Context: an optimization exercise on an open-source flow, tuned for small area and a short achievable clock period. The choices shown serve that exercise and are no tape-out recipe.
Only simulation tests tie the RTL to the original design; equivalence was not proved.

run A:
## ntt4point
module ntt4point(
    input clk, rst,
    input [15:0] in0, in1, in2, in3,
    output [15:0] out0, out1, out2, out3
);
  reg [12:0] ra;
  reg [12:0] rb;
  reg [12:0] rc;
  reg [12:0] rd;
  wire n1 = ~in2[1];
  wire n2 = ~in2[0];
  wire n3 = n1 ^ n2;
  wire n4 = n1 & n2;
  wire n5 = ~in2[2];
  wire n6 = n5 ^ n4;
  wire n7 = n5 & n4;
  wire n8 = ~in2[3];
  wire n9 = n8 ^ n7;
  wire n10 = n8 & n7;
  wire n11 = ~in2[4];
  wire n12 = n11 ^ n10;
  wire n13 = n11 & n10;
  wire n14 = ~in2[5];
  wire n15 = n14 ^ n13;
  wire n16 = n14 & n13;
  wire n17 = ~in2[6];
  wire n18 = n17 ^ n16;
  wire n19 = n17 & n16;
  wire n20 = ~in2[7];
  wire n21 = n20 ^ in2[0] ^ n19;
  wire n22 = (n20 & in2[0]) | (n20 & n19) | (in2[0] & n19);
  wire n23 = ~in2[8];
  wire n24 = n23 ^ in2[1] ^ n22;
  wire n25 = (n23 & in2[1]) | (n23 & n22) | (in2[1] & n22);
  wire n26 = ~in2[9];
  wire n27 = n26 ^ in2[2] ^ n25;
  wire n28 = (n26 & in2[2]) | (n26 & n25) | (in2[2] & n25);
  wire n29 = ~in2[10];
  wire n30 = n29 ^ in2[3] ^ n28;
  wire n31 = (n29 & in2[3]) | (n29 & n28) | (in2[3] & n28);
  wire n32 = ~in2[11];
  wire n33 = n32 ^ in2[4] ^ n31;
  wire n34 = (n32 & in2[4]) | (n32 & n31) | (in2[4] & n31);
  wire n35 = ~in2[12];
  wire n36 = n35 ^ in2[5] ^ n34;
  wire n37 = (n35 & in2[5]) | (n35 & n34) | (in2[5] & n34);
  wire n38 = ~n37;
  wire n39 = n17 ^ n38;
  wire n40 = n17 & n38;
  wire n41 = n20 ^ n40;
  wire n42 = n20 & n40;
  wire n43 = n23 ^ n42;
  wire n44 = n23 & n42;
  wire n45 = n26 ^ n44;
  wire n46 = n26 & n44;
  wire n47 = n29 ^ n46;
  wire n48 = n29 & n46;
  wire n49 = n32 ^ n48;
  wire n50 = n32 & n48;
  wire n51 = n35 ^ n50;
  wire n52 = n35 & n50;
  wire n53 = n39 ^ in2[0];
  wire n54 = n39 & in2[0];
  wire n55 = ~n15;
  wire n56 = n55 ^ n41 ^ n3;
  wire n57 = (n55 & n41) | (n55 & n3) | (n41 & n3);
  wire n58 = ~n18;
  wire n59 = n58 ^ n43 ^ n6;
  wire n60 = (n58 & n43) | (n58 & n6) | (n43 & n6);
  wire n61 = ~n21;
  wire n62 = n61 ^ n45 ^ n9;
  wire n63 = (n61 & n45) | (n61 & n9) | (n45 & n9);
  wire n64 = n47 ^ n12;
  wire n65 = n47 & n12;
  wire n66 = n49 ^ n15;
  wire n67 = n49 & n15;
  wire n68 = n51 ^ n18;
  wire n69 = n51 & n18;
  wire n70 = n69 ^ n21;
  wire n71 = n69 & n21;
  wire n72 = n27 ^ in2[0];
  ...
Size in the first run: ~2900 cells after synthesis, about 52 flip-flops, about 130 I/O pins, ~0.015 mm² of cells after synthesis.
Settings: LEC_CHECK=0, ABC_AREA=1, CAP_MARGIN=20, CORE_MARGIN=2, CORE_UTILIZATION=40, SLEW_MARGIN=20; clock period 65.0 ns.
standard.sh (not shown) runs the stock make flow with config.mk's settings and CLKGATE_MAP_FILE= SYNTH_SCRIPT=/design/flow/synth_recipe.tcl, a recipe that flattens the netlist after the stock synthesis.
==> flow/flow/run.sh <==
#!/bin/bash
set -euo pipefail
bash standard.sh ADDER_MAP_FILE= BUFFER_PORTS_ARGS="-buffer_cell sky130_fd_sc_hd__buf_2" finish > flow_make.log 2>&1
Run A went all the way through the flow, and no timing, DRC or antenna check failed.
Inputs modified between run A and run B:
- CORE_UTILIZATION: 40 -> 75
==> flow/flow/run.sh <==
#!/bin/bash
set -euo pipefail
bash standard.sh ADDER_MAP_FILE= BUFFER_PORTS_ARGS="-buffer_cell sky130_fd_sc_hd__buf_1" finish > flow_make.log 2>&1
--- outcome ---
Relative to run A, the synthesis-to-layout area growth of run B is lower by 2.6 points.
Looking at hold slack, run B sits 69 ps above run A.
Going from run A to run B, the die area was shrunk.
Run B against run A: part of the cycle the worst path needs picked up an extra 0.39 points, via count picked up an extra about 6.4%, wire length after detailed routing picked up an extra 180 µm, critical path depth neither gained nor lost much, setup slack of the critical path after layout lost 260 ps.
[compare] base=run A new=run B: wire length the detailed router placed on met1 -1.2 mm; starting utilization of the core area rose 36 points.
#### Input delta (run C over run B)
- a change of CORE_UTILIZATION from 75 to 60
Findings:
Note that the number of tap cells inserted recorded for run C amounts to 1.2 times the value seen in run B. Setup slack at placement is higher on run C. Top metal layer carrying routed signals: met4 -> run C, met5 -> run B. Diff run B -> run C | filler cell count | increase of 864. Going from run B to run C, the total global-route track usage was found to have gone down by 7.1 points.
## Diff of input files: run D against run C
- a change of CORE_UTILIZATION from 60 to 40
==> flow/flow/run.sh <==
#!/bin/bash
set -euo pipefail
bash standard.sh ADDER_MAP_FILE= finish > flow_make.log 2>&1
Compared to run C, the routing of run D uses more wire. Of run C and run D, the higher post-layout minimum cycle time belongs to run D. From run C to run D the numbers moved as follows: critical path depth went down 3.2%.
> inputs changed (run D -> run E)
==> flow/flow/run.sh <==
#!/bin/bash
set -euo pipefail
bash standard.sh ADDER_MAP_FILE= BUFFER_PORTS_ARGS="-buffer_cell sky130_fd_sc_hd__buf_1" finish > flow_make.log 2>&1
[summary]
From run D to run E, effective utilization at floorplan did not move at all. Run D → run E: final cell count neither gained nor lost much, largest stage delay on the critical path lost 110 ps. Run E -> run D: register area delta 0, exact match. Going from run D to run E, the highest achievable clock rate was found to have gone up by 2.0%. Run E against run D: multi-input combinational cell count essentially unchanged, post-place setup slack higher, via count of the first global-routing pass went up by 146, met3 track demand over resource in global routing now larger.

## what the ideal ports hide
The results above use ideal ports. As a check the final layouts listed here were re-extracted and re-timed, cells and wires unchanged.
Step 1 (the two cells are an assumption about what drives the block):
set clk [get_ports {clk}]
set_driving_cell -lib_cell sky130_fd_sc_hd__clkbuf_16 $clk
set_driving_cell -lib_cell sky130_fd_sc_hd__buf_2 [delete_from_list [all_inputs] $clk]
Step 2 adds t to the input delays and takes it off the output delays; t is the mean of the earliest and latest rising clock arrival at the registers after step 1. Input paths then give back, and output paths get back, about the clock's delay inside the block.
Slacks: no drivers / after step 1 / after step 2; pairs: no drivers / after step 1.
| run | shift t [ns] | setup slack, ns | hold slack, ns | clock arrival spread, ns | worst register clock-pin slew, ns |
|---|---|---|---|---|---|
| run A | 0.344 | 44.162 / 44.117 / 44.460 | 13.121 / 13.097 / 13.441 | 0.011 / 0.011 | 0.08 / 0.08 |
| run B | 0.329 | 43.906 / 43.866 / 44.195 | 13.190 / 13.170 / 13.499 | 0.008 / 0.008 | 0.07 / 0.07 |
| run C | 0.337 | 43.951 / 43.908 / 44.245 | 13.158 / 13.137 / 13.474 | 0.012 / 0.011 | 0.08 / 0.08 |
| run D | 0.354 | 43.637 / 43.591 / 43.945 | 13.449 / 13.432 / 13.786 | 0.008 / 0.008 | 0.08 / 0.08 |
| run E | 0.346 | 44.062 / 44.016 / 44.362 | 13.112 / 13.097 / 13.443 | 0.012 / 0.012 | 0.08 / 0.08 |
After both steps every run listed still meets setup and hold.
